Context: an optimization exercise on an open-source flow, tuned for a short achievable clock period and few clock cycles. The choices shown serve that exercise and are no tape-out recipe. For this run, only the layout was checked, not whether the RTL still works. Power is estimated from default activity; no workload was simulated.

## flow/design.v

```verilog
module pc(rst, clk, pc_en, pc_load, pc_in, pc_out);
  input rst, clk, pc_en, pc_load;
  input [7:0] pc_in;
  output reg [7:0] pc_out;
  always @(posedge clk or posedge rst) begin
    if (rst)
      pc_out <= 0;
    else if (pc_en) begin
      if (pc_load)
        pc_out <= pc_in;
      else
        pc_out <= pc_out + 1;
    end
  end
endmodule
module instr_reg(clk, rst, instr_in, instr_out, instr_load);
input wire clk,rst,instr_load;
input wire [7:0]instr_in;
output reg [7:0]instr_out;
always @(posedge clk or posedge rst) begin
    if (rst)
	instr_out <= 8'h00;
    else if (instr_load)
        instr_out <= instr_in;
  end
endmodule
module control_unit(
input clk, rst,
input [2:0] opcode,
output reg pc_en, pc_load, ir_load, reg_write, mem_read, mem_write,
output reg [2:0] alu_op
);
reg [1:0] state, next_state ;
parameter s0=2'b00, s1=2'b01, s2=2'b10, s3=2'b11;
always @(posedge clk or posedge rst) begin
    if (rst)
        state <= s0;       
    else
        state <= next_state;
end
always @(*) begin
pc_en = 0; 
pc_load = 0; 
ir_load = 0;
reg_write = 0; 
mem_read = 0;
mem_write = 0;
alu_op = 3'b000;
next_state = s0;
	case (state) 
	s0: begin  
		pc_en = 1; 
		pc_load = 0; 
		ir_load = 1;
		reg_write = 0; 
		mem_read = 0;
		mem_write = 0;
		next_state = s1;
		end
	s1: begin  
		pc_en = 0; 
		ir_load = 0; next_state = s2;
		end
	s2: begin  
		if(opcode <= 3'b100)  alu_op = opcode;
		else if (opcode == 3'b101)   mem_read = 1;
		else if (opcode == 3'b110)   mem_write = 1;
		else if (opcode == 3'b111)   begin pc_en = 1; pc_load = 1; end
		next_state = s3;
		end
	s3: begin  
		if(opcode<=3'b100) begin reg_write = 1; alu_op = opcode; end
		else if (opcode == 3'b101)   begin reg_write = 1; mem_read = 1; end
		next_state = s0;
		end
	endcase
end
endmodule
module reg_file(clk, rst, rs_addr, rt_addr, rd_addr, wr_data, reg_write, rs_data, rt_data);
  input wire clk, rst, reg_write;
  input wire [2:0] rs_addr, rd_addr, rt_addr;
  input wire [7:0] wr_data;
  output wire [7:0] rs_data, rt_data;
  reg [7:0] regs [0:7];
  assign rs_data = regs[rs_addr];
  assign rt_data = regs[rt_addr]; 
  integer i;
  always @(posedge clk or posedge rst) begin
    if (rst) begin
      for (i = 0; i < 8; i = i + 1)
        regs[i] <= 8'h00;
    end	
    else if (reg_write) begin
      regs[rd_addr] <= wr_data;
    end
  end
endmodule
module alu(a, b, alu_op, result, zero, carry);
input  wire [7:0] a, b;
input  wire [2:0] alu_op;
output reg  [7:0] result;
output wire       zero;
output reg        carry;
reg [8:0] temp;  
always @(*) begin
    result = 8'h00;
    carry  = 1'b0;
    temp   = 9'h000;
    case (alu_op)
        3'b000: begin   
            temp   = {1'b0, a} + {1'b0, b};
            result = temp[7:0];
            carry  = temp[8];
        end
        3'b001: begin   
            temp   = {1'b0, a} - {1'b0, b};
            result = temp[7:0];
            carry  = temp[8];
        end
        3'b010: result = a & b; 
        3'b011: result = a | b;
        3'b100: result = a ^ b;
        3'b101: result = b;
        3'b110: result = a;
        default: result = 8'h00;
    endcase
end
assign zero = (result == 8'h00);
endmodule
module toplevel(
    input  wire clk,
    input  wire rst,
    output wire [7:0] imem_addr,
    input  wire [7:0] imem_data,
    output wire [7:0] dmem_addr,
    output wire [7:0] dmem_wdata,
    output wire       dmem_we,
    input  wire [7:0] dmem_rdata
);
    wire [7:0] pc;
    wire [7:0] instr_mem_out;
    wire [7:0] ir_out;
    wire [2:0] opcode;
    wire [2:0] rd;
    wire [1:0] rs;
    wire [2:0] rs_addr;
    wire pc_en, pc_load, ir_load;
    wire reg_write, mem_read, mem_write;
    wire [2:0] alu_op;
    wire [7:0] rs_data, rt_data;
    wire [7:0] alu_result;
    wire alu_zero, alu_carry;
    wire [7:0] mem_data;
    wire [7:0] writeback_data;
    assign opcode = ir_out[7:5];
    assign rd     = ir_out[4:2];
    assign rs     = ir_out[1:0];
    assign rs_addr = {1'b0, rs};
    assign writeback_data =
        mem_read ? mem_data : alu_result;
    pc pc_inst (
        .clk(clk),
        .rst(rst),
        .pc_en(pc_en),
        .pc_load(pc_load),
        .pc_in(rt_data),       
        .pc_out(pc)
    );
    assign imem_addr     = pc;
    assign instr_mem_out = imem_data;
    instr_reg ir (
        .clk(clk),
        .rst(rst),
        .instr_in(instr_mem_out),
        .instr_out(ir_out),
        .instr_load(ir_load)
    );
    control_unit cu (
        .clk(clk),
        .rst(rst),
        .opcode(opcode),
        .pc_en(pc_en),
        .pc_load(pc_load),
        .ir_load(ir_load),
        .reg_write(reg_write),
        .mem_read(mem_read),
        .mem_write(mem_write),
        .alu_op(alu_op)
    );
    reg_file rf (
        .clk(clk),
        .rst(rst),
        .rs_addr(rd),
        .rt_addr(rs_addr),
        .rd_addr(rd),
        .wr_data(writeback_data),
        .reg_write(reg_write),
        .rs_data(rs_data),
        .rt_data(rt_data)
    );
    alu alu_inst (
        .a(rs_data),
        .b(rt_data),
        .alu_op(alu_op),
        .result(alu_result),
        .zero(alu_zero),
        .carry(alu_carry)
    );
    assign dmem_addr  = rt_data;
    assign dmem_wdata = rs_data;
    assign dmem_we    = mem_write;
    assign mem_data   = mem_read ? dmem_rdata : 8'h00;
endmodule
```

## flow/run.sh

```bash
#!/bin/bash
# synth_recipe.tcl (not shown) runs the flow's synth.tcl, then flattens the netlist and writes it again
# the make line also repeats each setting of config.mk as NAME=value (left out here)
make -C /OpenROAD-flow-scripts/flow DESIGN_CONFIG=/design/flow/config.mk WORK_HOME=/design/flow/orfs CLKGATE_MAP_FILE= SYNTH_SCRIPT=/design/flow/synth_recipe.tcl finish
```

## flow/config.mk

```make
export PLATFORM = sky130hd
export DESIGN_NAME = toplevel
export DESIGN_NICKNAME = toplevel
export VERILOG_FILES = /design/flow/design.v
export SDC_FILE = /design/flow/constraint.sdc
export NUM_CORES = 4
export LEC_CHECK = 0
export CAP_MARGIN = 20
export CORE_MARGIN = 2
export CORE_UTILIZATION = 40
export SLEW_MARGIN = 20
```

## flow/constraint.sdc

```tcl
create_clock -name core_clock -period 5.0 [get_ports {clk}]
set_input_delay 1.0000 -clock core_clock [delete_from_list [all_inputs] [get_ports {clk}]]
set_output_delay 1.0000 -clock core_clock [all_outputs]
set_load 0.01 [all_outputs]
```

==> summary.txt <==
## cell families (layout without fill, tap and decap cells)
| group | after synthesis | in the layout |
|---|---|---|
| AOI/OAI and AO/OA | 120 | 120 |
| xor gates and xnor gates | 10 | 10 |
| adders and majority gates | 32 | 32 |
| buffers and inverters | 51 | 95 |
| DFF | 82 | 82 |
| muxes | 78 | 78 |
| and+or+nand+nor | 131 | 131 |
## flip-flops by register name, summed over array words and instances (netlist names)
name and flops:
cu.state 2, ir.instr_out 8, pc_inst.pc_out 8, rf.regs 64
## critical path: cells and delay by family, from the launching register on
kind / cells / cell delay [ns]
AO/OA/AOI/OAI: 8 / 1.91
AND/OR/NAND/NOR: 4 / 1.30
adder cells (fa/ha/maj): 1 / 0.31
flip-flops: 1 / 0.62
## layer usage
metal / up-vias / GRT usage
met4: 0 / 0.0863
li1: 1917 / -
met1: 2037 / 0.259
met3: 29 / 0.0386
met2: 86 / 0.347
met5: - / 0
## power breakdown
group	internal [mW]	leakage, nW	switching [mW]
clock	0.350	0.131	0.285
sequential	0.919	0.963	0.200
combinational	0.772	1.48	0.927
## through the flow
stage          cell area [um2]  instances   util  hold WS, ns
3_5_place_dp              5710        704  0.456        0.470
3_3_place_gp              5710        704  0.456        0.456
6_report                  5990        720  0.478        0.483
2_1_floorplan             5100        504      -        0.443
5_1_grt                   5990        720  0.478        0.514
4_1_cts                   5990        720  0.478        0.483
## layout by cell type (no fill, tap or decap), drive strengths merged, types with 15 or more instances in the layout
master	instances
ha	31
dfrtp	82
nand2	55
clkdlybuf4s50	42
o31ai	15
o21ai	18
o22ai	17
nor2	35
inv	27
mux2	57
a21oi	25
## layout make-up
type	count	area, um2
fillers	1204	6530
multi-input cells	371	2840
repair buffers	52	495
clock inverters	6	41.3
well taps	172	215
inverters	27	103
flip-flops and latches	82	2050
clock buffers	10	239
## worst max-delay path by stage
stage	end	slack, ns	startpoint
after floorplan	rf.regs[0][5]	1.19	ir.instr_out[2]
after global placement	rf.regs[7][5]	0.87	ir.instr_out[2]
after detailed placement	rf.regs[7][5]	0.71	ir.instr_out[2]
after CTS	rf.regs[7][5]	0.72	ir.instr_out[2]
after global routing	rf.regs[7][5]	0.25	ir.instr_out[2]
final	rf.regs[7][5]	0.71	ir.instr_out[2]
==> metrics.log <==
[metrics] result of the run: complete, no violations
[metrics] routed wl met2: 6.48 mm
[metrics] largest net degree at the start of global routing: 52
[metrics] FMAX: 233 MHz
[metrics] fraction of the mapped netlist area in simple logic gates: 0.117
[metrics] sequential fraction of the synthesis area: 0.402
[metrics] clock sink total: 82
[metrics] x dimension of the die: 117 um
[metrics] vias in the first global route: 4090
[metrics] hold path endpoint: rf.regs[5][5]
[metrics] netlist area before placement: 5100 um2
[metrics] total routing resource utilization after global routing: 0.205
[metrics] worst r2r dst: rf.regs[7][5]
[metrics] Final nets: 593
[metrics] wire length of the first global-routing pass: 21.3 mm
[metrics] post-synthesis compound-gate area fraction: 0.156
[metrics] share of the synthesized area in the top cell type: 0.402
[metrics] Critical Setup Path Class: reg2reg
[metrics] final period utilization: 0.858
[metrics] WL met3: 429 um
[metrics] number of max-capacitance violations reported: 0
[metrics] setup repair after global routing missed its margin: no
[metrics] kind of capture point of the worst setup path: flop
[metrics] number of stages on the worst hold path: 2
[metrics] headroom to the max-slew limit: 0.400
[metrics] Peak VDD IR: 0.222 mV
[metrics] synthesized net count: 554
[metrics] yosys synthesis warning count: 6
[metrics] power per standard cell area: 577 nW/um2
[metrics] flop and latch count out of synthesis: 82
[metrics] Final Hold Vio Count: 0
[metrics] Setup Total Neg Slack: 0 ns
[metrics] post-synthesis async set-or-reset flop share: 1.00
[metrics] leakage power: 2.58 nW
[metrics] Most common cell on crit path: sky130_fd_sc_hd__nor2b_1
[metrics] initial cell density of the core: 0.408
[metrics] initial antenna violation count: 0
[metrics] Root Buffer: sky130_fd_sc_hd__clkbuf_16
[metrics] required time at the worst-slack endpoint: 5.19 ns
[metrics] number of cells on the worst reg-to-reg path: 13
[metrics] count of antenna diodes in the layout: 0
[metrics] post-synth top area cell: sky130_fd_sc_hd__dfrtp_1
[metrics] synth cell count leaders: 82 x sky130_fd_sc_hd__dfrtp_1, 57 x sky130_fd_sc_hd__mux2_2, 55 x sky130_fd_sc_hd__nand2_1
[metrics] Worst Hold Launch: rf.regs[5][5]
[metrics] routed wire length per instance: 18.1 um
[metrics] detailed-router iteration count before antenna repair: 4
[metrics] Clock H-tree levels: 3
[metrics] antenna-violating nets left: 0
[metrics] weighted congestion at the end of routability-driven global placement: 0.911
[metrics] Worst-Skew Late Latency: 0.35 ns
[metrics] Num CTS Buffers: 9
[metrics] Post-Route WL: 13.0 mm
[metrics] final critical-path required period: 4.29 ns
[metrics] leading register cell type out of synthesis: sky130_fd_sc_hd__dfrtp_1
[metrics] DRC violations left: 0
[metrics] post-CTS clock slew at the launch and capture registers of the worst setup and hold paths: 0.06 ns
[metrics] ordered list of cells on the worst path: nor2b_1 > a22oi_1 > o22ai_1 > a211oi_1 > nor2_1 > ha_1 > nor2b_1 > o21a_1 > o21ai_0 > a21oi_1 > or3_1 > a31oi_1 > o31ai_1
[metrics] synthesized-area fraction occupied by xor and xnor cells: 0.0172
[metrics] setup repair bufs after CTS: 0
[metrics] Synth area leaders: sky130_fd_sc_hd__dfrtp_1 40%, sky130_fd_sc_hd__mux2_2 13%, sky130_fd_sc_hd__ha_1 7.6%, sky130_fd_sc_hd__nand2_1 4.0%, sky130_fd_sc_hd__mux4_2 3.5%
[metrics] most frequent cell after synthesis: sky130_fd_sc_hd__dfrtp_1
[metrics] combinational family with the most area after synthesis: multiplexers
[metrics] maximum single-stage delay on the critical path: 0.64 ns
[metrics] data arrival time of the critical path: 4.48 ns
[metrics] mean number of vias per cell: 5.65
[metrics] R2R Setup Slk: 0.71 ns
[metrics] Post-synth EDFFs: 0
[metrics] Site Rows: 41
[metrics] path category of the worst min-delay check: reg2reg
[metrics] quantity of I/O buffers inserted on ports: 42
[metrics] layout cell share with drive strength beyond 1: 0.177
[metrics] Area growth, synth to finish: 17.3%
[metrics] TritonCTS clock tree: built
[metrics] mean cell area of the mapped netlist: 10.1 um2
[metrics] Yosys cell types: 48
[metrics] WL met1: 5.76 mm
[metrics] maximum count of clock buffers along a single path: 2
[metrics] worst clock skew: 0.0109 ns
[metrics] post-cts resize count: 0
[metrics] total congestion overflow after global routing: 0
[metrics] Post-Syn Instances: 504
[metrics] setup slack at placement: 0.712 ns
[metrics] drt first-iter violations: 187
[metrics] mux contribution to synthesized area: 0.187
[metrics] Max Fanout on Critical Path: 12
[metrics] Vias: 4069
[metrics] power consumption: 3.45 mW
[metrics] Worst Tran Pin Value: 0.899 ns
[metrics] hold buffer count at cts: 0
[metrics] minimum setup slack in the final design: 0.708 ns
[metrics] launch instance of the worst register-to-register path: ir.instr_out[2]
[metrics] top metal layer carrying routed signals: met4
[metrics] Die ar.: 13700 um2
[metrics] Setup-failing EPs final: 0
[metrics] Core Region: 12500 um2
[metrics] kind of start point of the critical path: flop
[metrics] Adder-Cell Fraction of Synth Area: 0.0799
[metrics] Die H: 117 um
[metrics] placed wire-length estimate: 9.83 mm
[metrics] I/O Pins: 43
[metrics] final-report max-slew violation count: 0
[metrics] library cell contributing the largest single delay on the critical path: sky130_fd_sc_hd__a31oi_1

## re-timing with driven ports
No port has a modelled driver above. Below, the same layout with a new extraction and two added sets of constraints.
Step 1: set_driving_cell puts a clkbuf_16 on clk and a buf_2 on each other input, an assumption about the parent block.
Step 2 times the ports against the registers' clock, not the clock port: input delays grow and output delays shrink by t, the midpoint of the rising clock arrivals with the driver on.
a / b / c = no drivers / after step 1 / after step 2; a / b = the first two.
shift t [ns]: 0.379
setup slack, ns: 0.708 / 0.708 / 0.708
hold slack, ns: 0.483 / 0.483 / 0.483
worst setup path at the end: register to register
worst register clock-pin slew, ns: 0.07 / 0.07
After both steps setup and hold are still met in this run. The setup slack of this run moves by 0.000 ns with the drivers and by 0.000 ns with both steps.
